This design comes from an exercise in tuning for small area on the open sky130 flow, not from production work. Only simulation tests tie the RTL to the original design; equivalence was not proved. Power is estimated from default activity; no workload was simulated.

### flow/run.sh
#!/bin/bash
# synth_recipe.tcl (not shown) runs the flow's synth.tcl, then flattens the netlist and writes it again
# the make line also repeats each setting of config.mk as NAME=value (left out here)
make -C /OpenROAD-flow-scripts/flow DESIGN_CONFIG=/design/flow/config.mk WORK_HOME=/design/flow/orfs CLKGATE_MAP_FILE= SYNTH_SCRIPT=/design/flow/synth_recipe.tcl finish
### flow/config.mk
export PLATFORM = sky130hd
export DESIGN_NAME = ITAGelu
export DESIGN_NICKNAME = ITAGelu
export VERILOG_FILES = /design/flow/design.v
export SDC_FILE = /design/flow/constraint.sdc
export NUM_CORES = 4
export LEC_CHECK = 0
export ABC_AREA = 1
export CAP_MARGIN = 20
export CORE_MARGIN = 2
export CORE_UTILIZATION = 40
export SLEW_MARGIN = 20
export SYNTH_HIERARCHICAL = 1
export SYNTH_MINIMUM_KEEP_SIZE = 0
### flow/constraint.sdc
create_clock -name core_clock -period 16.0 [get_ports {io_clk}]
set_input_delay 3.2000 -clock core_clock [delete_from_list [all_inputs] [get_ports {io_clk}]]
set_output_delay 3.2000 -clock core_clock [all_outputs]
set_load 0.01 [all_outputs]
### flow/design.v
`timescale 1ns/1ps
module ITAGelu (
  input  wire          io_clk,
  input  wire          io_rst_ni,
  input  wire [15:0]   io_b_i,
  input  wire [15:0]   io_c_i,
  input  wire          io_calc_en_i,
  input  wire          io_calc_en_q_i,
  input  wire [7:0]    io_data_i,
  output wire [25:0]   io_data_o
);
  reg  [14:0] q_q1;      
  reg  [15:0] cg_q1;     
  reg  [7:0]  x_q1;      
  reg  [25:0] out_q2;
  wire [25:0] prod;
  wire nb1;
  wire nb2;
  wire nb3;
  wire nb4;
  wire nb5;
  wire nb6;
  wire nb7;
  wire nb8;
  wire nb9;
  wire nb10;
  wire nb11;
  wire nb12;
  wire nb13;
  wire nb14;
  wire nb15;
  wire nb16;
  wire z17;
  wire z18;
  wire z19;
  wire z20;
  wire z21;
  wire z22;
  wire z23;
  wire ns24;
  wire s25;
  wire k26;
  wire s27;
  wire k28;
  wire s29;
  wire k30;
  wire s31;
  wire k32;
  wire s33;
  wire k34;
  wire s35;
  wire k36;
  wire s37;
  wire k38;
  wire s39;
  wire k40;
  wire s41;
  wire k42;
  wire s43;
  wire k44;
  wire s45;
  wire k46;
  wire s47;
  wire k48;
  wire s49;
  wire k50;
  wire s51;
  wire k52;
  wire s53;
  wire k54;
  wire s55;
  wire k56;
  wire s57;
  wire k58;
  wire s59;
  wire k60;
  wire s61;
  wire k62;
  wire s63;
  wire k64;
  wire s65;
  wire k66;
  wire s67;
  wire k68;
  wire s69;
  wire k70;
  wire s71;
  wire k72;
  wire s73;
  wire k74;
  wire s75;
  wire k76;
  wire s77;
  wire k78;
  wire s79;
  wire k80;
  wire s81;
  wire k82;
  wire s83;
  wire k84;
  wire s85;
  wire k86;
  wire s87;
  wire k88;
  wire s89;
  wire k90;
  wire p91;
  wire p92;
  wire p93;
  wire p94;
  wire p95;
  wire p96;
  wire p97;
  wire p98;
  wire p99;
  wire p100;
  wire p101;
  wire p102;
  wire p103;
  wire p104;
  wire p105;
  wire p106;
  wire p107;
  wire p108;
  wire p109;
  wire p110;
  wire p111;
  wire p112;
  wire p113;
  wire p114;
  wire p115;
  wire p116;
  wire p117;
  wire p118;
  wire p119;
  wire p120;
  wire p121;
  wire p122;
  wire p123;
  wire p124;
  wire p125;
  wire p126;
  wire p127;
  wire p128;
  wire p129;
  wire p130;
  wire p131;
  wire p132;
  wire p133;
  wire p134;
  wire p135;
  wire p136;
  wire p137;
  wire p138;
  wire p139;
  wire p140;
  wire p141;
  wire p142;
  wire p143;
  wire p144;
  wire p145;
  wire p146;
  wire p147;
  wire p148;
  wire p149;
  wire p150;
  wire p151;
  wire p152;
  wire p153;
  wire p154;
  wire p155;
  wire p156;
  wire p157;
  wire p158;
  wire p159;
  wire p160;
  wire p161;
  wire p162;
  wire p163;
  wire p164;
  wire p165;
  wire p166;
  wire p167;
  wire p168;
  wire p169;
  wire p170;
  wire p171;
  wire p172;
  wire p173;
  wire p174;
  wire p175;
  wire p176;
  wire p177;
  wire p178;
  wire p179;
  wire p180;
  wire p181;
  wire p182;
  wire p183;
  wire p184;
  wire p185;
  wire p186;
  wire p187;
  wire p188;
  wire p189;
  wire p190;
  wire p191;
  wire p192;
  wire p193;
  wire p194;
  wire p195;
  wire p196;
  wire p197;
  wire p198;
  wire p199;
  wire p200;
  wire p201;
  wire p202;
  wire p203;
  wire s204;
  wire k205;
  wire s206;
  wire k207;
  wire s208;
  wire k209;
  wire s210;
  wire k211;
  wire s212;
  wire k213;
  wire s214;
  wire k215;
  wire s216;
  wire k217;
  wire s218;
  wire k219;
  wire s220;
  wire k221;
  wire s222;
  wire k223;
  wire s224;
  wire k225;
  wire s226;
  wire k227;
  wire s228;
  wire k229;
  wire s230;
  wire k231;
  wire s232;
  wire k233;
  wire s234;
  wire k235;
  wire s236;
  wire k237;
  wire s238;
  wire k239;
  wire s240;
  wire k241;
  wire s242;
  wire k243;
  wire s244;
  wire k245;
  wire s246;
  wire k247;
  wire s248;
  wire k249;
  wire s250;
  wire k251;
  wire s252;
  wire k253;
  wire s254;
  wire k255;
  wire s256;
  wire k257;
  wire s258;
  wire k259;
  wire s260;
  wire k261;
  wire s262;
  wire k263;
  wire s264;
  wire k265;
  wire s266;
  wire k267;
  wire s268;
  wire k269;
  wire s270;
  wire k271;
  wire s272;
  wire k273;
  wire s274;
  wire k275;
  wire s276;
  wire k277;
  wire s278;
  wire k279;
  wire s280;
  wire k281;
  wire s282;
  wire k283;
  wire s284;
  wire k285;
  wire s286;
  wire k287;
  wire s288;
  wire k289;
  wire s290;
  wire k291;
  wire s292;
  wire k293;
  wire s294;
  wire k295;
  wire s296;
  wire k297;
  wire s298;
  wire k299;
  wire s300;
  wire k301;
  wire s302;
  wire k303;
  wire s304;
  wire k305;
  wire s306;
  wire k307;
  wire s308;
  wire k309;
  wire s310;
  wire k311;
  wire s312;
  wire k313;
  wire s314;
  wire k315;
  wire s316;
  wire k317;
  wire s318;
  wire k319;
  wire s320;
  wire k321;
  wire s322;
  wire k323;
  wire s324;
  wire k325;
  wire s326;
  wire k327;
  wire s328;
  wire k329;
  wire s330;
  wire k331;
  wire s332;
  wire k333;
  wire s334;
  wire k335;
  wire s336;
  wire k337;
  wire s338;
  wire k339;
  wire s340;
  wire k341;
  wire s342;
  wire k343;
  wire s344;
  wire k345;
  wire s346;
  wire k347;
  wire s348;
  wire k349;
  wire s350;
  wire k351;
  wire s352;
  wire k353;
  wire s354;
  wire k355;
  wire s356;
  wire k357;
  wire s358;
  wire k359;
  wire s360;
  wire k361;
  wire s362;
  wire k363;
  wire s364;
  wire k365;
  wire s366;
  wire k367;
  wire s368;
  wire k369;
  wire s370;
  wire k371;
  wire s372;
  wire k373;
  wire s374;
  wire k375;
  wire s376;
  wire k377;
  wire s378;
  wire k379;
  wire s380;
  wire k381;
  wire s382;
  wire k383;
  wire s384;
  wire k385;
  wire s386;
  wire k387;
  wire s388;
  wire k389;
  wire s390;
  wire k391;
  wire s392;
  wire k393;
  wire s394;
  wire k395;
  wire s396;
  wire k397;
  wire s398;
  wire k399;
  wire s400;
  wire k401;
  wire s402;
  wire k403;
  wire s404;
  wire k405;
  wire s406;
  wire k407;
  wire s408;
  wire k409;
  wire s410;
  wire k411;
  wire s412;
  wire k413;
  wire s414;
  wire k415;
  wire s416;
  wire k417;
  wire s418;
  wire k419;
  wire s420;
  wire k421;
  wire s422;
  wire k423;
  wire s424;
  wire k425;
  wire s426;
  wire k427;
  wire s428;
  wire k429;
  wire s430;
  wire k431;
  wire s432;
  wire k433;
  wire s434;
  wire k435;
  wire s436;
  wire k437;
  wire s438;
  wire k439;
  wire s440;
  wire k441;
  wire s442;
  wire k443;
  wire s444;
  wire k445;
  wire s446;
  wire k447;
  wire s448;
  wire k449;
  wire b1_450;
  wire b2_451;
  wire bn_452;
  wire p453;
  wire p454;
  wire p455;
  wire p456;
  wire p457;
  wire p458;
  wire p459;
  wire p460;
  wire p461;
  wire p462;
  wire p463;
  wire p464;
  wire p465;
  wire p466;
  wire p467;
  wire p468;
  wire p469;
  wire p470;
  wire p471;
  wire p472;
  wire p473;
  wire p474;
  wire p475;
  wire p476;
  wire p477;
  wire p478;
  wire p479;
  wire b1_480;
  wire b2_481;
  wire bn_482;
  wire p483;
  wire p484;
  wire p485;
  wire p486;
  wire p487;
  wire p488;
  wire p489;
  wire p490;
  wire p491;
  wire p492;
  wire p493;
  wire p494;
  wire p495;
  wire p496;
  wire p497;
  wire p498;
  wire p499;
  wire p500;
  wire p501;
  wire p502;
  wire p503;
  wire p504;
  wire p505;
  wire p506;
  wire p507;
  wire b1_508;
  wire b2_509;
  wire bn_510;
  wire p511;
  wire p512;
  wire p513;
  wire p514;
  wire p515;
  wire p516;
  wire p517;
  wire p518;
  wire p519;
  wire p520;
  wire p521;
  wire p522;
  wire p523;
  wire p524;
  wire p525;
  wire p526;
  wire p527;
  wire p528;
  wire p529;
  wire p530;
  wire p531;
  wire p532;
  wire p533;
  wire b1_534;
  wire b2_535;
  wire p536;
  wire p537;
  wire p538;
  wire p539;
  wire p540;
  wire p541;
  wire p542;
  wire p543;
  wire p544;
  wire p545;
  wire p546;
  wire p547;
  wire p548;
  wire p549;
  wire p550;
  wire p551;
  wire p552;
  wire p553;
  wire p554;
  wire p555;
  wire s556;
  wire k557;
  wire s558;
  wire k559;
  wire s560;
  wire k561;
  wire s562;
  wire k563;
  wire s564;
  wire k565;
  wire s566;
  wire k567;
  wire s568;
  wire k569;
  wire s570;
  wire k571;
  wire s572;
  wire k573;
  wire s574;
  wire k575;
  wire s576;
  wire k577;
  wire s578;
  wire k579;
  wire s580;
  wire k581;
  wire s582;
  wire k583;
  wire s584;
  wire k585;
  wire s586;
  wire k587;
  wire s588;
  wire k589;
  wire s590;
  wire k591;
  wire s592;
  wire k593;
  wire s594;
  wire k595;
  wire s596;
  wire k597;
  wire s598;
  wire k599;
  wire s600;
  wire k601;
  wire s602;
  wire k603;
  wire s604;
  wire k605;
  wire s606;
  wire k607;
  wire s608;
  wire k609;
  wire s610;
  wire k611;
  wire s612;
  wire k613;
  wire s614;
  wire k615;
  wire s616;
  wire k617;
  wire s618;
  wire k619;
  wire s620;
  wire k621;
  wire s622;
  wire k623;
  wire s624;
  wire k625;
  wire s626;
  wire k627;
  wire s628;
  wire k629;
  wire s630;
  wire k631;
  wire s632;
  wire k633;
  wire s634;
  wire k635;
  wire s636;
  wire k637;
  wire s638;
  wire k639;
  wire s640;
  wire k641;
  wire s642;
  wire k643;
  wire s644;
  wire k645;
  wire s646;
  wire k647;
  wire s648;
  wire k649;
  wire s650;
  wire k651;
  wire s652;
  wire k653;
  wire s654;
  wire k655;
  wire s656;
  wire k657;
  wire s658;
  wire k659;
  wire s660;
  wire k661;
  wire s662;
  wire k663;
  wire s664;
  wire k665;
  wire s666;
  wire k667;
  wire s668;
  wire k669;
  wire s670;
  wire k671;
  wire s672;
  wire k673;
  wire s674;
  wire k675;
  wire s676;
  wire k677;
  wire s678;
  wire k679;
  wire s680;
  wire k681;
  wire s682;
  wire k683;
  wire s684;
  wire k685;
  wire s686;
  wire k687;
  wire s688;
  wire k689;
  wire s690;
  wire k691;
  wire s692;
  wire k693;
  assign nb1 = ~io_b_i[0];
  assign nb2 = ~io_b_i[1];
  assign nb3 = ~io_b_i[2];
  assign nb4 = ~io_b_i[3];
  assign nb5 = ~io_b_i[4];
  assign nb6 = ~io_b_i[5];
  assign nb7 = ~io_b_i[6];
  assign nb8 = ~io_b_i[7];
  assign nb9 = ~io_b_i[8];
  assign nb10 = ~io_b_i[9];
  assign nb11 = ~io_b_i[10];
  assign nb12 = ~io_b_i[11];
  assign nb13 = ~io_b_i[12];
  assign nb14 = ~io_b_i[13];
  assign nb15 = ~io_b_i[14];
  assign nb16 = ~io_b_i[15];
  assign z17 = io_data_i[0] ^ ~io_data_i[7];
  assign z18 = io_data_i[1] ^ ~io_data_i[7];
  assign z19 = io_data_i[2] ^ ~io_data_i[7];
  assign z20 = io_data_i[3] ^ ~io_data_i[7];
  assign z21 = io_data_i[4] ^ ~io_data_i[7];
  assign z22 = io_data_i[5] ^ ~io_data_i[7];
  assign z23 = io_data_i[6] ^ ~io_data_i[7];
  assign ns24 = ~io_data_i[7];
  gelu_fa u_s25 (.a(io_data_i[7]), .b(nb1), .c(z17), .s(s25), .co(k26));
  gelu_fa u_s27 (.a(nb2), .b(ns24), .c(z18), .s(s27), .co(k28));
  gelu_ha u_s29 (.a(k26), .b(s27), .s(s29), .co(k30));
  gelu_fa u_s31 (.a(nb3), .b(z19), .c(k28), .s(s31), .co(k32));
  gelu_ha u_s33 (.a(k30), .b(s31), .s(s33), .co(k34));
  gelu_fa u_s35 (.a(nb4), .b(z20), .c(k32), .s(s35), .co(k36));
  gelu_ha u_s37 (.a(k34), .b(s35), .s(s37), .co(k38));
  gelu_fa u_s39 (.a(nb5), .b(z21), .c(k36), .s(s39), .co(k40));
  gelu_ha u_s41 (.a(k38), .b(s39), .s(s41), .co(k42));
  gelu_fa u_s43 (.a(nb6), .b(z22), .c(k40), .s(s43), .co(k44));
  gelu_ha u_s45 (.a(k42), .b(s43), .s(s45), .co(k46));
  gelu_fa u_s47 (.a(nb7), .b(z23), .c(k44), .s(s47), .co(k48));
  gelu_ha u_s49 (.a(k46), .b(s47), .s(s49), .co(k50));
  assign s51 = ~(nb8 ^ k48);
  assign k52 = nb8 | k48;
  gelu_ha u_s53 (.a(k50), .b(s51), .s(s53), .co(k54));
  assign s55 = ~(nb9 ^ k52);
  assign k56 = nb9 | k52;
  gelu_ha u_s57 (.a(k54), .b(s55), .s(s57), .co(k58));
  assign s59 = ~(nb10 ^ k56);
  assign k60 = nb10 | k56;
  gelu_ha u_s61 (.a(k58), .b(s59), .s(s61), .co(k62));
  assign s63 = ~(nb11 ^ k60);
  assign k64 = nb11 | k60;
  gelu_ha u_s65 (.a(k62), .b(s63), .s(s65), .co(k66));
  assign s67 = ~(nb12 ^ k64);
  assign k68 = nb12 | k64;
  gelu_ha u_s69 (.a(k66), .b(s67), .s(s69), .co(k70));
  assign s71 = ~(nb13 ^ k68);
  assign k72 = nb13 | k68;
  gelu_ha u_s73 (.a(k70), .b(s71), .s(s73), .co(k74));
  assign s75 = ~(nb14 ^ k72);
  assign k76 = nb14 | k72;
  gelu_ha u_s77 (.a(k74), .b(s75), .s(s77), .co(k78));
  assign s79 = ~(nb15 ^ k76);
  assign k80 = nb15 | k76;
  gelu_ha u_s81 (.a(k78), .b(s79), .s(s81), .co(k82));
  assign s83 = ~(nb16 ^ k80);
  assign k84 = nb16 | k80;
  gelu_ha u_s85 (.a(k82), .b(s83), .s(s85), .co(k86));
  assign s87 = ~(nb16 ^ k84);
  assign k88 = nb16 | k84;
  gelu_ha u_s89 (.a(k86), .b(s87), .s(s89), .co(k90));
  wire [16:0] q = {s89, s85, s81, s77, s73, s69, s65, s61, s57, s53, s49, s45, s41, s37, s33, s29, s25};
  wire        bmin = io_b_i[15] & ~(|io_b_i[14:0]);
  wire        take = ~q[16] & ~bmin;
  assign p91 = q_q1[0] & q_q1[2];
  assign p92 = q_q1[0] & q_q1[3];
  assign p93 = q_q1[0] & q_q1[4];
  assign p94 = q_q1[0] & q_q1[5];
  assign p95 = q_q1[0] & q_q1[6];
  assign p96 = q_q1[0] & q_q1[7];
  assign p97 = q_q1[0] & q_q1[8];
  assign p98 = q_q1[0] & q_q1[9];
  assign p99 = q_q1[0] & q_q1[10];
  assign p100 = q_q1[0] & q_q1[11];
  assign p101 = q_q1[0] & q_q1[12];
  assign p102 = q_q1[0] & q_q1[13];
  assign p103 = q_q1[0] & q_q1[14];
  assign p104 = q_q1[1] & q_q1[3];
  assign p105 = q_q1[1] & q_q1[4];
  assign p106 = q_q1[1] & q_q1[5];
  assign p107 = q_q1[1] & q_q1[6];
  assign p108 = q_q1[1] & q_q1[7];
  assign p109 = q_q1[1] & q_q1[8];
  assign p110 = q_q1[1] & q_q1[9];
  assign p111 = q_q1[1] & q_q1[10];
  assign p112 = q_q1[1] & q_q1[11];
  assign p113 = q_q1[1] & q_q1[12];
  assign p114 = q_q1[1] & q_q1[13];
  assign p115 = q_q1[1] & q_q1[14];
  assign p116 = q_q1[2] & q_q1[4];
  assign p117 = q_q1[2] & q_q1[5];
  assign p118 = q_q1[2] & q_q1[6];
  assign p119 = q_q1[2] & q_q1[7];
  assign p120 = q_q1[2] & q_q1[8];
  assign p121 = q_q1[2] & q_q1[9];
  assign p122 = q_q1[2] & q_q1[10];
  assign p123 = q_q1[2] & q_q1[11];
  assign p124 = q_q1[2] & q_q1[12];
  assign p125 = q_q1[2] & q_q1[13];
  assign p126 = q_q1[2] & q_q1[14];
  assign p127 = q_q1[3] & q_q1[5];
  assign p128 = q_q1[3] & q_q1[6];
  assign p129 = q_q1[3] & q_q1[7];
  assign p130 = q_q1[3] & q_q1[8];
  assign p131 = q_q1[3] & q_q1[9];
  assign p132 = q_q1[3] & q_q1[10];
  assign p133 = q_q1[3] & q_q1[11];
  assign p134 = q_q1[3] & q_q1[12];
  assign p135 = q_q1[3] & q_q1[13];
  assign p136 = q_q1[3] & q_q1[14];
  assign p137 = q_q1[4] & q_q1[6];
  assign p138 = q_q1[4] & q_q1[7];
  assign p139 = q_q1[4] & q_q1[8];
  assign p140 = q_q1[4] & q_q1[9];
  assign p141 = q_q1[4] & q_q1[10];
  assign p142 = q_q1[4] & q_q1[11];
  assign p143 = q_q1[4] & q_q1[12];
  assign p144 = q_q1[4] & q_q1[13];
  assign p145 = q_q1[4] & q_q1[14];
  assign p146 = q_q1[5] & q_q1[7];
  assign p147 = q_q1[5] & q_q1[8];
  assign p148 = q_q1[5] & q_q1[9];
  assign p149 = q_q1[5] & q_q1[10];
  assign p150 = q_q1[5] & q_q1[11];
  assign p151 = q_q1[5] & q_q1[12];
  assign p152 = q_q1[5] & q_q1[13];
  assign p153 = q_q1[5] & q_q1[14];
  assign p154 = q_q1[6] & q_q1[8];
  assign p155 = q_q1[6] & q_q1[9];
  assign p156 = q_q1[6] & q_q1[10];
  assign p157 = q_q1[6] & q_q1[11];
  assign p158 = q_q1[6] & q_q1[12];
  assign p159 = q_q1[6] & q_q1[13];
  assign p160 = q_q1[6] & q_q1[14];
  assign p161 = q_q1[7] & q_q1[9];
  assign p162 = q_q1[7] & q_q1[10];
  assign p163 = q_q1[7] & q_q1[11];
  assign p164 = q_q1[7] & q_q1[12];
  assign p165 = q_q1[7] & q_q1[13];
  assign p166 = q_q1[7] & q_q1[14];
  assign p167 = q_q1[8] & q_q1[10];
  assign p168 = q_q1[8] & q_q1[11];
  assign p169 = q_q1[8] & q_q1[12];
  assign p170 = q_q1[8] & q_q1[13];
  assign p171 = q_q1[8] & q_q1[14];
  assign p172 = q_q1[9] & q_q1[11];
  assign p173 = q_q1[9] & q_q1[12];
  assign p174 = q_q1[9] & q_q1[13];
  assign p175 = q_q1[9] & q_q1[14];
  assign p176 = q_q1[10] & q_q1[12];
  assign p177 = q_q1[10] & q_q1[13];
  assign p178 = q_q1[10] & q_q1[14];
  assign p179 = q_q1[11] & q_q1[13];
  assign p180 = q_q1[1] & ~q_q1[0];
  assign p181 = q_q1[1] & q_q1[0];
  assign p182 = q_q1[2] & ~q_q1[1];
  assign p183 = q_q1[2] & q_q1[1];
  assign p184 = q_q1[3] & ~q_q1[2];
  assign p185 = q_q1[3] & q_q1[2];
  assign p186 = q_q1[4] & ~q_q1[3];
  assign p187 = q_q1[4] & q_q1[3];
  assign p188 = q_q1[5] & ~q_q1[4];
  assign p189 = q_q1[5] & q_q1[4];
  assign p190 = q_q1[6] & ~q_q1[5];
  assign p191 = q_q1[6] & q_q1[5];
  assign p192 = q_q1[7] & ~q_q1[6];
  assign p193 = q_q1[7] & q_q1[6];
  assign p194 = q_q1[8] & ~q_q1[7];
  assign p195 = q_q1[8] & q_q1[7];
  assign p196 = q_q1[9] & ~q_q1[8];
  assign p197 = q_q1[9] & q_q1[8];
  assign p198 = q_q1[10] & ~q_q1[9];
  assign p199 = q_q1[10] & q_q1[9];
  assign p200 = q_q1[11] & ~q_q1[10];
  assign p201 = q_q1[11] & q_q1[10];
  assign p202 = q_q1[12] & ~q_q1[11];
  assign p203 = q_q1[12] & q_q1[11];
  gelu_ha u_s204 (.a(p180), .b(cg_q1[1]), .s(s204), .co(k205));
  gelu_fa u_s206 (.a(cg_q1[2]), .b(p91), .c(p181), .s(s206), .co(k207));
  gelu_ha u_s208 (.a(k205), .b(s206), .s(s208), .co(k209));
  gelu_fa u_s210 (.a(cg_q1[3]), .b(p92), .c(p182), .s(s210), .co(k211));
  gelu_fa u_s212 (.a(k207), .b(s210), .c(k209), .s(s212), .co(k213));
  gelu_fa u_s214 (.a(cg_q1[4]), .b(p93), .c(p104), .s(s214), .co(k215));
  gelu_fa u_s216 (.a(p183), .b(k211), .c(s214), .s(s216), .co(k217));
  gelu_ha u_s218 (.a(k213), .b(s216), .s(s218), .co(k219));
  gelu_fa u_s220 (.a(cg_q1[5]), .b(p94), .c(p105), .s(s220), .co(k221));
  gelu_fa u_s222 (.a(p184), .b(k215), .c(s220), .s(s222), .co(k223));
  gelu_fa u_s224 (.a(k217), .b(s222), .c(k219), .s(s224), .co(k225));
  gelu_fa u_s226 (.a(cg_q1[6]), .b(p95), .c(p106), .s(s226), .co(k227));
  gelu_fa u_s228 (.a(p116), .b(p185), .c(k221), .s(s228), .co(k229));
  gelu_fa u_s230 (.a(s226), .b(k223), .c(s228), .s(s230), .co(k231));
  gelu_ha u_s232 (.a(k225), .b(s230), .s(s232), .co(k233));
  gelu_fa u_s234 (.a(cg_q1[7]), .b(p96), .c(p107), .s(s234), .co(k235));
  gelu_fa u_s236 (.a(p117), .b(p186), .c(k227), .s(s236), .co(k237));
  gelu_fa u_s238 (.a(s234), .b(k229), .c(s236), .s(s238), .co(k239));
  gelu_fa u_s240 (.a(k231), .b(s238), .c(k233), .s(s240), .co(k241));
  gelu_fa u_s242 (.a(cg_q1[8]), .b(p97), .c(p108), .s(s242), .co(k243));
  gelu_fa u_s244 (.a(p118), .b(p127), .c(p187), .s(s244), .co(k245));
  gelu_fa u_s246 (.a(k235), .b(s242), .c(s244), .s(s246), .co(k247));
  gelu_fa u_s248 (.a(k237), .b(s246), .c(k239), .s(s248), .co(k249));
  gelu_ha u_s250 (.a(k241), .b(s248), .s(s250), .co(k251));
  gelu_fa u_s252 (.a(cg_q1[9]), .b(p98), .c(p109), .s(s252), .co(k253));
  gelu_fa u_s254 (.a(p119), .b(p128), .c(p188), .s(s254), .co(k255));
  gelu_fa u_s256 (.a(k243), .b(k245), .c(s252), .s(s256), .co(k257));
  gelu_fa u_s258 (.a(s254), .b(k247), .c(s256), .s(s258), .co(k259));
  gelu_fa u_s260 (.a(s258), .b(k249), .c(k251), .s(s260), .co(k261));
  gelu_fa u_s262 (.a(cg_q1[10]), .b(p99), .c(p110), .s(s262), .co(k263));
  gelu_fa u_s264 (.a(p120), .b(p129), .c(p137), .s(s264), .co(k265));
  gelu_fa u_s266 (.a(p189), .b(k253), .c(k255), .s(s266), .co(k267));
  gelu_fa u_s268 (.a(s262), .b(s264), .c(k257), .s(s268), .co(k269));
  gelu_fa u_s270 (.a(s266), .b(k259), .c(s268), .s(s270), .co(k271));
  gelu_ha u_s272 (.a(k261), .b(s270), .s(s272), .co(k273));
  gelu_fa u_s274 (.a(cg_q1[11]), .b(p100), .c(p111), .s(s274), .co(k275));
  gelu_fa u_s276 (.a(p121), .b(p130), .c(p138), .s(s276), .co(k277));
  gelu_fa u_s278 (.a(p190), .b(k263), .c(k265), .s(s278), .co(k279));
  gelu_fa u_s280 (.a(s274), .b(s276), .c(k267), .s(s280), .co(k281));
  gelu_fa u_s282 (.a(s278), .b(s280), .c(k269), .s(s282), .co(k283));
  gelu_fa u_s284 (.a(k271), .b(s282), .c(k273), .s(s284), .co(k285));
  gelu_fa u_s286 (.a(cg_q1[12]), .b(p101), .c(p112), .s(s286), .co(k287));
  gelu_fa u_s288 (.a(p122), .b(p131), .c(p139), .s(s288), .co(k289));
  gelu_fa u_s290 (.a(p146), .b(p191), .c(k275), .s(s290), .co(k291));
  gelu_fa u_s292 (.a(k277), .b(s286), .c(s288), .s(s292), .co(k293));
  gelu_fa u_s294 (.a(k279), .b(s290), .c(s292), .s(s294), .co(k295));
  gelu_fa u_s296 (.a(k281), .b(s294), .c(k283), .s(s296), .co(k297));
  gelu_ha u_s298 (.a(k285), .b(s296), .s(s298), .co(k299));
  gelu_fa u_s300 (.a(cg_q1[13]), .b(p102), .c(p113), .s(s300), .co(k301));
  gelu_fa u_s302 (.a(p123), .b(p132), .c(p140), .s(s302), .co(k303));
  gelu_fa u_s304 (.a(p147), .b(p192), .c(k287), .s(s304), .co(k305));
  gelu_fa u_s306 (.a(k289), .b(s300), .c(s302), .s(s306), .co(k307));
  gelu_fa u_s308 (.a(k291), .b(k293), .c(s304), .s(s308), .co(k309));
  gelu_fa u_s310 (.a(s306), .b(k295), .c(s308), .s(s310), .co(k311));
  gelu_fa u_s312 (.a(s310), .b(k297), .c(k299), .s(s312), .co(k313));
  gelu_fa u_s314 (.a(cg_q1[14]), .b(p103), .c(p114), .s(s314), .co(k315));
  gelu_fa u_s316 (.a(p124), .b(p133), .c(p141), .s(s316), .co(k317));
  gelu_fa u_s318 (.a(p148), .b(p154), .c(p193), .s(s318), .co(k319));
  gelu_fa u_s320 (.a(k301), .b(k303), .c(s314), .s(s320), .co(k321));
  gelu_fa u_s322 (.a(s316), .b(s318), .c(k305), .s(s322), .co(k323));
  gelu_fa u_s324 (.a(k307), .b(s320), .c(s322), .s(s324), .co(k325));
  gelu_fa u_s326 (.a(k309), .b(k311), .c(s324), .s(s326), .co(k327));
  gelu_ha u_s328 (.a(k313), .b(s326), .s(s328), .co(k329));
  gelu_fa u_s330 (.a(cg_q1[15]), .b(p115), .c(p125), .s(s330), .co(k331));
  gelu_fa u_s332 (.a(p134), .b(p142), .c(p149), .s(s332), .co(k333));
  gelu_fa u_s334 (.a(p155), .b(p194), .c(k315), .s(s334), .co(k335));
  gelu_fa u_s336 (.a(k317), .b(k319), .c(s330), .s(s336), .co(k337));
  gelu_fa u_s338 (.a(s332), .b(k321), .c(s334), .s(s338), .co(k339));
  gelu_fa u_s340 (.a(s336), .b(k323), .c(s338), .s(s340), .co(k341));
  gelu_fa u_s342 (.a(k325), .b(s340), .c(k327), .s(s342), .co(k343));
  gelu_ha u_s344 (.a(k329), .b(s342), .s(s344), .co(k345));
  gelu_fa u_s346 (.a(cg_q1[15]), .b(p126), .c(p135), .s(s346), .co(k347));
  gelu_fa u_s348 (.a(p143), .b(p150), .c(p156), .s(s348), .co(k349));
  gelu_fa u_s350 (.a(p161), .b(p195), .c(k331), .s(s350), .co(k351));
  gelu_fa u_s352 (.a(k333), .b(s346), .c(s348), .s(s352), .co(k353));
  gelu_fa u_s354 (.a(k335), .b(k337), .c(s350), .s(s354), .co(k355));
  gelu_fa u_s356 (.a(s352), .b(k339), .c(s354), .s(s356), .co(k357));
  gelu_fa u_s358 (.a(k341), .b(s356), .c(k343), .s(s358), .co(k359));
  gelu_ha u_s360 (.a(k345), .b(s358), .s(s360), .co(k361));
  gelu_fa u_s362 (.a(cg_q1[15]), .b(p136), .c(p144), .s(s362), .co(k363));
  gelu_fa u_s364 (.a(p151), .b(p157), .c(p162), .s(s364), .co(k365));
  gelu_fa u_s366 (.a(p196), .b(k347), .c(k349), .s(s366), .co(k367));
  gelu_fa u_s368 (.a(s362), .b(s364), .c(k351), .s(s368), .co(k369));
  gelu_fa u_s370 (.a(k353), .b(s366), .c(s368), .s(s370), .co(k371));
  gelu_fa u_s372 (.a(k355), .b(k357), .c(s370), .s(s372), .co(k373));
  gelu_fa u_s374 (.a(s372), .b(k359), .c(k361), .s(s374), .co(k375));
  gelu_fa u_s376 (.a(cg_q1[15]), .b(p145), .c(p152), .s(s376), .co(k377));
  gelu_fa u_s378 (.a(p158), .b(p163), .c(p167), .s(s378), .co(k379));
  gelu_fa u_s380 (.a(p197), .b(k363), .c(k365), .s(s380), .co(k381));
  gelu_fa u_s382 (.a(s376), .b(s378), .c(k367), .s(s382), .co(k383));
  gelu_fa u_s384 (.a(s380), .b(k369), .c(s382), .s(s384), .co(k385));
  gelu_fa u_s386 (.a(k371), .b(s384), .c(k373), .s(s386), .co(k387));
  gelu_ha u_s388 (.a(k375), .b(s386), .s(s388), .co(k389));
  gelu_fa u_s390 (.a(cg_q1[15]), .b(p153), .c(p159), .s(s390), .co(k391));
  gelu_fa u_s392 (.a(p164), .b(p168), .c(p198), .s(s392), .co(k393));
  gelu_fa u_s394 (.a(k377), .b(k379), .c(s390), .s(s394), .co(k395));
  gelu_fa u_s396 (.a(s392), .b(k381), .c(s394), .s(s396), .co(k397));
  gelu_fa u_s398 (.a(k383), .b(s396), .c(k385), .s(s398), .co(k399));
  gelu_fa u_s400 (.a(s398), .b(k387), .c(k389), .s(s400), .co(k401));
  gelu_fa u_s402 (.a(cg_q1[15]), .b(p160), .c(p165), .s(s402), .co(k403));
  gelu_fa u_s404 (.a(p169), .b(p172), .c(p199), .s(s404), .co(k405));
  gelu_fa u_s406 (.a(k391), .b(k393), .c(s402), .s(s406), .co(k407));
  gelu_fa u_s408 (.a(s404), .b(k395), .c(s406), .s(s408), .co(k409));
  gelu_fa u_s410 (.a(k397), .b(s408), .c(k399), .s(s410), .co(k411));
  gelu_ha u_s412 (.a(k401), .b(s410), .s(s412), .co(k413));
  gelu_fa u_s414 (.a(cg_q1[15]), .b(p166), .c(p170), .s(s414), .co(k415));
  gelu_fa u_s416 (.a(p173), .b(p200), .c(k403), .s(s416), .co(k417));
  gelu_fa u_s418 (.a(k405), .b(s414), .c(k407), .s(s418), .co(k419));
  gelu_fa u_s420 (.a(s416), .b(k409), .c(s418), .s(s420), .co(k421));
  gelu_fa u_s422 (.a(s420), .b(k411), .c(k413), .s(s422), .co(k423));
  gelu_fa u_s424 (.a(cg_q1[15]), .b(p171), .c(p174), .s(s424), .co(k425));
  gelu_fa u_s426 (.a(p176), .b(p201), .c(k415), .s(s426), .co(k427));
  gelu_fa u_s428 (.a(s424), .b(k417), .c(s426), .s(s428), .co(k429));
  gelu_fa u_s430 (.a(k419), .b(s428), .c(k421), .s(s430), .co(k431));
  gelu_ha u_s432 (.a(k423), .b(s430), .s(s432), .co(k433));
  gelu_fa u_s434 (.a(cg_q1[15]), .b(p175), .c(p177), .s(s434), .co(k435));
  gelu_fa u_s436 (.a(p202), .b(k425), .c(s434), .s(s436), .co(k437));
  gelu_fa u_s438 (.a(k427), .b(s436), .c(k429), .s(s438), .co(k439));
  gelu_fa u_s440 (.a(s438), .b(k431), .c(k433), .s(s440), .co(k441));
  gelu_fa u_s442 (.a(cg_q1[15]), .b(p178), .c(p179), .s(s442), .co(k443));
  gelu_fa u_s444 (.a(p203), .b(k435), .c(s442), .s(s444), .co(k445));
  gelu_fa u_s446 (.a(k437), .b(s444), .c(k439), .s(s446), .co(k447));
  gelu_ha u_s448 (.a(k441), .b(s446), .s(s448), .co(k449));
  assign b1_450 = x_q1[0] ^ 1'b0;
  assign b2_451 = (x_q1[1] & ~x_q1[0] & ~1'b0) | (~x_q1[1] & x_q1[0] & 1'b0);
  assign bn_452 = x_q1[1] ^ x_q1[7];
  assign p453 = (b1_450 & q_q1[0]);
  assign p454 = bn_452 & ~p453;
  assign p455 = ((b1_450 & cg_q1[0]) | (b2_451 & q_q1[0])) ^ bn_452;
  assign p456 = ((b1_450 & s204) | (b2_451 & cg_q1[0])) ^ bn_452;
  assign p457 = ((b1_450 & s208) | (b2_451 & s204)) ^ bn_452;
  assign p458 = ((b1_450 & s212) | (b2_451 & s208)) ^ bn_452;
  assign p459 = ((b1_450 & s218) | (b2_451 & s212)) ^ bn_452;
  assign p460 = ((b1_450 & s224) | (b2_451 & s218)) ^ bn_452;
  assign p461 = ((b1_450 & s232) | (b2_451 & s224)) ^ bn_452;
  assign p462 = ((b1_450 & s240) | (b2_451 & s232)) ^ bn_452;
  assign p463 = ((b1_450 & s250) | (b2_451 & s240)) ^ bn_452;
  assign p464 = ((b1_450 & s260) | (b2_451 & s250)) ^ bn_452;
  assign p465 = ((b1_450 & s272) | (b2_451 & s260)) ^ bn_452;
  assign p466 = ((b1_450 & s284) | (b2_451 & s272)) ^ bn_452;
  assign p467 = ((b1_450 & s298) | (b2_451 & s284)) ^ bn_452;
  assign p468 = ((b1_450 & s312) | (b2_451 & s298)) ^ bn_452;
  assign p469 = ((b1_450 & s328) | (b2_451 & s312)) ^ bn_452;
  assign p470 = ((b1_450 & s344) | (b2_451 & s328)) ^ bn_452;
  assign p471 = ((b1_450 & s360) | (b2_451 & s344)) ^ bn_452;
  assign p472 = ((b1_450 & s374) | (b2_451 & s360)) ^ bn_452;
  assign p473 = ((b1_450 & s388) | (b2_451 & s374)) ^ bn_452;
  assign p474 = ((b1_450 & s400) | (b2_451 & s388)) ^ bn_452;
  assign p475 = ((b1_450 & s412) | (b2_451 & s400)) ^ bn_452;
  assign p476 = ((b1_450 & s422) | (b2_451 & s412)) ^ bn_452;
  assign p477 = ((b1_450 & s432) | (b2_451 & s422)) ^ bn_452;
  assign p478 = ((b1_450 & s440) | (b2_451 & s432)) ^ bn_452;
  assign p479 = ((b1_450 & s448) | (b2_451 & s440)) ^ bn_452;
  assign b1_480 = x_q1[2] ^ x_q1[1];
  assign b2_481 = (x_q1[3] & ~x_q1[2] & ~x_q1[1]) | (~x_q1[3] & x_q1[2] & x_q1[1]);
  assign bn_482 = x_q1[3] ^ x_q1[7];
  assign p483 = (b1_480 & q_q1[0]);
  assign p484 = bn_482 & ~p483;
  assign p485 = ((b1_480 & cg_q1[0]) | (b2_481 & q_q1[0])) ^ bn_482;
  assign p486 = ((b1_480 & s204) | (b2_481 & cg_q1[0])) ^ bn_482;
  assign p487 = ((b1_480 & s208) | (b2_481 & s204)) ^ bn_482;
  assign p488 = ((b1_480 & s212) | (b2_481 & s208)) ^ bn_482;
  assign p489 = ((b1_480 & s218) | (b2_481 & s212)) ^ bn_482;
  assign p490 = ((b1_480 & s224) | (b2_481 & s218)) ^ bn_482;
  assign p491 = ((b1_480 & s232) | (b2_481 & s224)) ^ bn_482;
  assign p492 = ((b1_480 & s240) | (b2_481 & s232)) ^ bn_482;
  assign p493 = ((b1_480 & s250) | (b2_481 & s240)) ^ bn_482;
  assign p494 = ((b1_480 & s260) | (b2_481 & s250)) ^ bn_482;
  assign p495 = ((b1_480 & s272) | (b2_481 & s260)) ^ bn_482;
  assign p496 = ((b1_480 & s284) | (b2_481 & s272)) ^ bn_482;
  assign p497 = ((b1_480 & s298) | (b2_481 & s284)) ^ bn_482;
  assign p498 = ((b1_480 & s312) | (b2_481 & s298)) ^ bn_482;
  assign p499 = ((b1_480 & s328) | (b2_481 & s312)) ^ bn_482;
  assign p500 = ((b1_480 & s344) | (b2_481 & s328)) ^ bn_482;
  assign p501 = ((b1_480 & s360) | (b2_481 & s344)) ^ bn_482;
  assign p502 = ((b1_480 & s374) | (b2_481 & s360)) ^ bn_482;
  assign p503 = ((b1_480 & s388) | (b2_481 & s374)) ^ bn_482;
  assign p504 = ((b1_480 & s400) | (b2_481 & s388)) ^ bn_482;
  assign p505 = ((b1_480 & s412) | (b2_481 & s400)) ^ bn_482;
  assign p506 = ((b1_480 & s422) | (b2_481 & s412)) ^ bn_482;
  assign p507 = ((b1_480 & s432) | (b2_481 & s422)) ^ bn_482;
  assign b1_508 = x_q1[4] ^ x_q1[3];
  assign b2_509 = (x_q1[5] & ~x_q1[4] & ~x_q1[3]) | (~x_q1[5] & x_q1[4] & x_q1[3]);
  assign bn_510 = x_q1[5] ^ x_q1[7];
  assign p511 = (b1_508 & q_q1[0]);
  assign p512 = bn_510 & ~p511;
  assign p513 = ((b1_508 & cg_q1[0]) | (b2_509 & q_q1[0])) ^ bn_510;
  assign p514 = ((b1_508 & s204) | (b2_509 & cg_q1[0])) ^ bn_510;
  assign p515 = ((b1_508 & s208) | (b2_509 & s204)) ^ bn_510;
  assign p516 = ((b1_508 & s212) | (b2_509 & s208)) ^ bn_510;
  assign p517 = ((b1_508 & s218) | (b2_509 & s212)) ^ bn_510;
  assign p518 = ((b1_508 & s224) | (b2_509 & s218)) ^ bn_510;
  assign p519 = ((b1_508 & s232) | (b2_509 & s224)) ^ bn_510;
  assign p520 = ((b1_508 & s240) | (b2_509 & s232)) ^ bn_510;
  assign p521 = ((b1_508 & s250) | (b2_509 & s240)) ^ bn_510;
  assign p522 = ((b1_508 & s260) | (b2_509 & s250)) ^ bn_510;
  assign p523 = ((b1_508 & s272) | (b2_509 & s260)) ^ bn_510;
  assign p524 = ((b1_508 & s284) | (b2_509 & s272)) ^ bn_510;
  assign p525 = ((b1_508 & s298) | (b2_509 & s284)) ^ bn_510;
  assign p526 = ((b1_508 & s312) | (b2_509 & s298)) ^ bn_510;
  assign p527 = ((b1_508 & s328) | (b2_509 & s312)) ^ bn_510;
  assign p528 = ((b1_508 & s344) | (b2_509 & s328)) ^ bn_510;
  assign p529 = ((b1_508 & s360) | (b2_509 & s344)) ^ bn_510;
  assign p530 = ((b1_508 & s374) | (b2_509 & s360)) ^ bn_510;
  assign p531 = ((b1_508 & s388) | (b2_509 & s374)) ^ bn_510;
  assign p532 = ((b1_508 & s400) | (b2_509 & s388)) ^ bn_510;
  assign p533 = ((b1_508 & s412) | (b2_509 & s400)) ^ bn_510;
  assign b1_534 = x_q1[6] ^ x_q1[5];
  assign b2_535 = (x_q1[7] & ~x_q1[6] & ~x_q1[5]) | (~x_q1[7] & x_q1[6] & x_q1[5]);
  assign p536 = (b1_534 & q_q1[0]);
  assign p537 = ((b1_534 & cg_q1[0]) | (b2_535 & q_q1[0]));
  assign p538 = ((b1_534 & s204) | (b2_535 & cg_q1[0]));
  assign p539 = ((b1_534 & s208) | (b2_535 & s204));
  assign p540 = ((b1_534 & s212) | (b2_535 & s208));
  assign p541 = ((b1_534 & s218) | (b2_535 & s212));
  assign p542 = ((b1_534 & s224) | (b2_535 & s218));
  assign p543 = ((b1_534 & s232) | (b2_535 & s224));
  assign p544 = ((b1_534 & s240) | (b2_535 & s232));
  assign p545 = ((b1_534 & s250) | (b2_535 & s240));
  assign p546 = ((b1_534 & s260) | (b2_535 & s250));
  assign p547 = ((b1_534 & s272) | (b2_535 & s260));
  assign p548 = ((b1_534 & s284) | (b2_535 & s272));
  assign p549 = ((b1_534 & s298) | (b2_535 & s284));
  assign p550 = ((b1_534 & s312) | (b2_535 & s298));
  assign p551 = ((b1_534 & s328) | (b2_535 & s312));
  assign p552 = ((b1_534 & s344) | (b2_535 & s328));
  assign p553 = ((b1_534 & s360) | (b2_535 & s344));
  assign p554 = ((b1_534 & s374) | (b2_535 & s360));
  assign p555 = ((b1_534 & s388) | (b2_535 & s374));
  gelu_ha u_s556 (.a(p454), .b(p455), .s(s556), .co(k557));
  gelu_fa u_s558 (.a(p483), .b(k557), .c(p456), .s(s558), .co(k559));
  gelu_fa u_s560 (.a(p484), .b(p485), .c(k559), .s(s560), .co(k561));
  gelu_ha u_s562 (.a(p457), .b(s560), .s(s562), .co(k563));
  gelu_fa u_s564 (.a(p511), .b(p486), .c(k561), .s(s564), .co(k565));
  gelu_fa u_s566 (.a(p458), .b(k563), .c(s564), .s(s566), .co(k567));
  gelu_fa u_s568 (.a(p512), .b(p513), .c(p487), .s(s568), .co(k569));
  gelu_fa u_s570 (.a(s568), .b(p459), .c(k565), .s(s570), .co(k571));
  gelu_ha u_s572 (.a(k567), .b(s570), .s(s572), .co(k573));
  gelu_fa u_s574 (.a(p536), .b(p514), .c(p488), .s(s574), .co(k575));
  gelu_fa u_s576 (.a(k569), .b(s574), .c(p460), .s(s576), .co(k577));
  gelu_fa u_s578 (.a(k571), .b(k573), .c(s576), .s(s578), .co(k579));
  gelu_fa u_s580 (.a(p537), .b(p515), .c(p489), .s(s580), .co(k581));
  gelu_fa u_s582 (.a(k575), .b(s580), .c(p461), .s(s582), .co(k583));
  gelu_fa u_s584 (.a(k577), .b(s582), .c(k579), .s(s584), .co(k585));
  gelu_fa u_s586 (.a(p538), .b(p516), .c(p490), .s(s586), .co(k587));
  gelu_fa u_s588 (.a(k581), .b(s586), .c(k583), .s(s588), .co(k589));
  gelu_fa u_s590 (.a(p462), .b(s588), .c(k585), .s(s590), .co(k591));
  gelu_fa u_s592 (.a(p539), .b(p517), .c(p491), .s(s592), .co(k593));
  gelu_fa u_s594 (.a(k587), .b(s592), .c(p463), .s(s594), .co(k595));
  gelu_fa u_s596 (.a(k589), .b(s594), .c(k591), .s(s596), .co(k597));
  gelu_fa u_s598 (.a(p540), .b(p518), .c(k593), .s(s598), .co(k599));
  gelu_fa u_s600 (.a(p492), .b(s598), .c(k595), .s(s600), .co(k601));
  gelu_fa u_s602 (.a(p464), .b(s600), .c(k597), .s(s602), .co(k603));
  gelu_fa u_s604 (.a(p541), .b(p519), .c(p493), .s(s604), .co(k605));
  gelu_fa u_s606 (.a(k599), .b(s604), .c(p465), .s(s606), .co(k607));
  gelu_fa u_s608 (.a(k601), .b(s606), .c(k603), .s(s608), .co(k609));
  gelu_fa u_s610 (.a(p542), .b(p520), .c(k605), .s(s610), .co(k611));
  gelu_fa u_s612 (.a(p494), .b(s610), .c(p466), .s(s612), .co(k613));
  gelu_fa u_s614 (.a(k607), .b(s612), .c(k609), .s(s614), .co(k615));
  gelu_fa u_s616 (.a(p543), .b(p521), .c(p495), .s(s616), .co(k617));
  gelu_fa u_s618 (.a(k611), .b(s616), .c(p467), .s(s618), .co(k619));
  gelu_fa u_s620 (.a(k613), .b(s618), .c(k615), .s(s620), .co(k621));
  gelu_fa u_s622 (.a(p544), .b(p522), .c(p496), .s(s622), .co(k623));
  gelu_fa u_s624 (.a(k617), .b(s622), .c(p468), .s(s624), .co(k625));
  gelu_fa u_s626 (.a(k619), .b(s624), .c(k621), .s(s626), .co(k627));
  gelu_fa u_s628 (.a(p545), .b(p523), .c(p497), .s(s628), .co(k629));
  gelu_fa u_s630 (.a(k623), .b(s628), .c(p469), .s(s630), .co(k631));
  gelu_fa u_s632 (.a(k625), .b(s630), .c(k627), .s(s632), .co(k633));
  gelu_fa u_s634 (.a(p546), .b(p524), .c(p498), .s(s634), .co(k635));
  gelu_fa u_s636 (.a(k629), .b(p470), .c(s634), .s(s636), .co(k637));
  gelu_fa u_s638 (.a(k631), .b(s636), .c(k633), .s(s638), .co(k639));
  gelu_fa u_s640 (.a(p547), .b(p525), .c(p499), .s(s640), .co(k641));
  gelu_fa u_s642 (.a(k635), .b(p471), .c(s640), .s(s642), .co(k643));
  gelu_fa u_s644 (.a(k637), .b(s642), .c(k639), .s(s644), .co(k645));
  gelu_fa u_s646 (.a(p548), .b(p526), .c(p500), .s(s646), .co(k647));
  gelu_fa u_s648 (.a(k641), .b(s646), .c(p472), .s(s648), .co(k649));
  gelu_fa u_s650 (.a(k643), .b(s648), .c(k645), .s(s650), .co(k651));
  gelu_fa u_s652 (.a(p549), .b(p527), .c(p501), .s(s652), .co(k653));
  gelu_fa u_s654 (.a(k647), .b(s652), .c(p473), .s(s654), .co(k655));
  gelu_fa u_s656 (.a(k649), .b(s654), .c(k651), .s(s656), .co(k657));
  gelu_fa u_s658 (.a(p550), .b(p528), .c(p502), .s(s658), .co(k659));
  gelu_fa u_s660 (.a(k653), .b(s658), .c(p474), .s(s660), .co(k661));
  gelu_fa u_s662 (.a(k655), .b(s660), .c(k657), .s(s662), .co(k663));
  gelu_fa u_s664 (.a(p551), .b(p529), .c(p503), .s(s664), .co(k665));
  gelu_fa u_s666 (.a(k659), .b(s664), .c(p475), .s(s666), .co(k667));
  gelu_fa u_s668 (.a(k661), .b(s666), .c(k663), .s(s668), .co(k669));
  gelu_fa u_s670 (.a(p552), .b(p530), .c(p504), .s(s670), .co(k671));
  gelu_fa u_s672 (.a(k665), .b(s670), .c(p476), .s(s672), .co(k673));
  gelu_fa u_s674 (.a(k667), .b(s672), .c(k669), .s(s674), .co(k675));
  gelu_fa u_s676 (.a(p553), .b(p531), .c(p505), .s(s676), .co(k677));
  gelu_fa u_s678 (.a(k671), .b(s676), .c(p477), .s(s678), .co(k679));
  gelu_fa u_s680 (.a(k673), .b(s678), .c(k675), .s(s680), .co(k681));
  gelu_fa u_s682 (.a(p554), .b(p532), .c(p506), .s(s682), .co(k683));
  gelu_fa u_s684 (.a(k677), .b(s682), .c(p478), .s(s684), .co(k685));
  gelu_fa u_s686 (.a(k679), .b(s684), .c(k681), .s(s686), .co(k687));
  gelu_fa u_s688 (.a(p555), .b(p533), .c(p507), .s(s688), .co(k689));
  gelu_fa u_s690 (.a(k683), .b(s688), .c(p479), .s(s690), .co(k691));
  gelu_fa u_s692 (.a(k685), .b(s690), .c(k687), .s(s692), .co(k693));
  assign prod = {s692, s686, s680, s674, s668, s662, s656, s650, s644, s638, s632, s626, s620, s614, s608, s602, s596, s590, s584, s578, s572, s566, s562, s558, s556, p453};
  assign io_data_o = out_q2;
  always @(posedge io_clk or negedge io_rst_ni) begin
    if (!io_rst_ni) begin
      q_q1   <= 15'd0;
      cg_q1  <= 16'd0;
      x_q1   <= 8'd0;
      out_q2 <= 26'd0;
    end else begin
      if (io_calc_en_i) q_q1 <= take ? q[14:0] : 15'd0;
      cg_q1  <= io_data_i[7] ? 16'd0 : io_c_i;
      x_q1   <= io_data_i;
      if (io_calc_en_q_i) out_q2 <= prod;
    end
  end
endmodule
module gelu_fa (input wire a, input wire b, input wire c, output wire s, output wire co);
  assign s  = a ^ b ^ c;
  assign co = (a & b) | (a & c) | (b & c);
endmodule
module gelu_ha (input wire a, input wire b, output wire s, output wire co);
  assign s  = a ^ b;
  assign co = a & b;
endmodule
==> run summary <==
-- state kept, by name (all words and copies together) (netlist names) --
| name | count |
|---|---|
| x_q1 | 8 |
| q_q1 | 15 |
| out_q2 | 26 |
| cg_q1 | 16 |
-- Yosys stat by module (local to each module, per instance) --
module / times used / cells
ITAGelu: 1 / 965
gelu_fa: 182 / 1
gelu_ha: 33 / 1
-- critical path, delay by kind of cell (launching register included) --
family                   cells  cell delay [ns]
AO/OA/AOI/OAI                1             0.34
XOR/XNOR                     1             0.11
adder cells (fa/ha/maj)     26            10.09
buffers and inverters        1             0.33
flip-flops                   1             0.41
multiplexers                 1             0.27
AND/OR/NAND/NOR              1             0.58
-- routing by layer --
metal  up-vias  share of wire (%)  wire length [microns]
met3        25                4.9                   1100
met5         -                  0                      0
met2       192                 47                  10500
li1       3568                  -                      -
met4         0                1.4                    312
met1      3653                 47                  10400
-- where the power goes --
group / switching [uW] / internal, uW / leakage, uW / total [uW]
Clock: 81.0 / 122 / 0.000146 / 203
Combinational: 935 / 909 / 0.00537 / 1840
Sequential: 48.9 / 232 / 0.000799 / 280
-- worst paths after layout --
| path | to | cells past startpoint | startpoint |
|---|---|---|---|
| setup / recovery | out_q2[25]$_DFFE_PN0P_ | 31 | x_q1[0]$_DFF_PN0_ |
| hold / removal | out_q2[10]$_DFFE_PN0P_ | 1 | out_q2[10]$_DFFE_PN0P_ |
| setup reg to reg | out_q2[25]$_DFFE_PN0P_ | 31 | x_q1[0]$_DFF_PN0_ |
| hold reg to reg | out_q2[10]$_DFFE_PN0P_ | 1 | out_q2[10]$_DFFE_PN0P_ |
| max in group asynchronous | q_q1[8]$_DFFE_PN0P_ | 2 | io_rst_ni |
| min in group asynchronous | out_q2[7]$_DFFE_PN0P_ | 2 | io_rst_ni |
-- stage by stage --
stage,cells,setup slack [ns]
2_1_floorplan,1180,4.35
3_3_place_gp,1511,3.96
3_5_place_dp,1511,3.79
4_1_cts,1527,3.76
5_1_grt,1527,3.23
6_report,1527,3.75
-- layout make-up --
type | instances | area share, %
clock buffer | 9 | 2.06
clock inverter | 7 | 0.709
inverter | 204 | 7.00
multi-input combinational | 843 | 65.0
sequential | 65 | 14.9
tap | 324 | 3.71
timing repair buffer | 75 | 6.68
-- cells by family (layout without fill, tap and decap cells) --
| group | count (synthesis) | after routing | share of synthesized area (%) |
|---|---|---|---|
| xor+xnor | 34 | 34 | 3.30 |
| fa+ha+maj | 224 | 224 | 42.5 |
| buf+inv | 272 | 295 | 11.0 |
| compound gates | 48 | 48 | 2.79 |
| simple gates | 512 | 512 | 21.0 |
| mux | 25 | 25 | 2.87 |
| flops | 65 | 65 | 16.6 |
-- cell usage in the layout (no fill, tap or decap), drive strengths merged --
cell           instances
and2                   1
o22ai                 24
mux2                  25
buf                    7
nand3                104
or2                    1
a21oi                  1
fa                   182
xor2                  26
xnor2                  8
o21ai                 23
ha                    42
dfrtp                 65
inv                  206
nor2                  42
bufinv                 1
clkinv                 3
clkbuf                 9
clkinvlp               1
clkdlybuf4s50         68
nand2                364
==> reports/qor.yml <==
sta:
  timing.fmax_ghz: 0.0816
  rsz0062_at_grt: "false"
  fin_crit_sh_pct: 76.6
  hold_viol_final: 0
  setup_tns_ns: 0
  finalSetupViolCount: 0
  timing.final.max_slew_violations: 0
  slew_headroom_pct: 34.7
  skew_ns: 0.0127
  hold_slack_ns: 0.504
  fin_crit_ns: 12.25
  tightest_slew_ns: 0.978
clock_tree:
  clockBufferDepth: 2
  cts-buffers-inserted: 9
  cts_tree: "done"
  clk_pin_slew_ns: 0.07
  post_cts_buffers: 0
  root_buffer: "clkbuf_16"
  postCtsHoldBufs: 0
  clock_sinks: 65
  h-tree-depth: 3
  clk_latency_ns: 0.35
  post_cts_resized: 0
logic_synthesis:
  synthDistinctLibCells: 25
  seq_area_frac_synth_pct: 16.6
  syn_area_sq_mm: 0.00981
  yosys_warnings: 7
  async_flop_share_pct: 100
  synth.area.top_cells: "fa_1, dfrtp_1, nand2_1"
  yosys-top-cells-count: "nand2_1, inv_1, fa_1"
  yosys.cell_count.top_type: "nand2_1"
  avgSynthCellArea_sq_um: 8.31
  synthCells: 1180
  synth_edf_count: 0
  synth_seq_cells: 65
  yosys.area.top_type: "fa_1"
  ys.flop_type: "dfrtp_1"
  synth_fp_nets: 1448
  netlist.area_leader.share_pct: 37.1
global_route:
  grt-ovfl-total: 0
  grt_max_degree: 66
  grt_pass1_wl_microns: 38200
  track_usage_pct: 18.4
  use_met1_pct: 25.1
  grt_busiest_layer: "met2"
  use_met3_pct: 2.87
  grt_pass1_vias: 7685
  use_met2_pct: 31.0
  antenna_found_initial: 0
layout:
  fin_nets: 1466
  drive_above_1_share_pct: 4.49
  multi_input_comb_area_sq_mm: 0.00711
  diodes: 0
  finalInstanceArea_sq_mm: 0.0109
  syn2layout_area_growth_pct: 11.5
  fin_util_pct: 45.2
  fillCellCount: 2385
  seq_area_sq_mm: 0.00163
floorplan:
  num_rows: 57
  die-area_sq_mm: 0.0258
  coreArea_sq_mm: 0.0242
  initial_core_util_pct: 40.6
  die_w_microns: 161
  die_y_microns: 161
  io_pins: 70
worst_setup_path:
  critPathMaxStageDelay_ns: 0.58
  path_common_cell: "fa_1"
  crit_arrival_ns: 12.48
  worst_setup_path_end_kind: "flop"
  crit_path_start_kind: "flop"
  cp_max_fo: 25
  crit_slowest_cell: "nand2_1"
  worst-setup-path-type: "flop to flop"
  required_ns: 16.23
  ff2ff_setup_slack_ns: 3.75
pwr:
  p_leak_uw: 0.00632
  ir_worst_vdd_mv: 0.122
  finalPower_uw: 2330
  pwr_density_cell_mw_per_mm2: 213
detailed_routing:
  drt_wl_total_microns: 22300
  vias: 7438
  wl_per_cell_microns: 14.6
  ant_nets: 0
  drt_iter0_markers: 666
  drc: 0
  drtPass1Iterations: 5
  vias_per_cell: 4.87
placed_design:
  io_buffers: 69
  place_area_sq_mm: 0.0106
  gp_congestion: 0.841
  hpwlAfterDp_microns: 17600
min_path:
  hp-class: "flop to flop"
outcome:
  status: "timing/DRC/antenna clean"
flow_run:
  max_cap_violations: 0

==> static timing again, ports no longer ideal <==
The results above use ideal ports. As a check the final layout listed here was re-extracted and re-timed, cells and wires unchanged. Step 1 (the two cells are an assumption about what drives the block):
set clk [get_ports {io_clk}]
set_driving_cell -lib_cell sky130_fd_sc_hd__clkbuf_16 $clk
set_driving_cell -lib_cell sky130_fd_sc_hd__buf_2 [delete_from_list [all_inputs] $clk]
Step 2 moves the port delays by t, midway between the first and last clock arrival at a register: inputs arrive t later, outputs are due t later. That takes back most of the time a late clock gives input paths. Slacks: ideal / step 1 / step 2; pairs: ideal / step 1.
t, ns: 0.393
slack for setup (ns): 3.749 / 3.749 / 3.749
worst setup path at the end: register to register
clock arrival spread, ns: 0.013 / 0.013
cell pins on the clock port's net: 1
After both steps this run still meets setup and hold. The setup slack of this run moves by 0.000 ns with the drivers and by 0.000 ns with both steps.
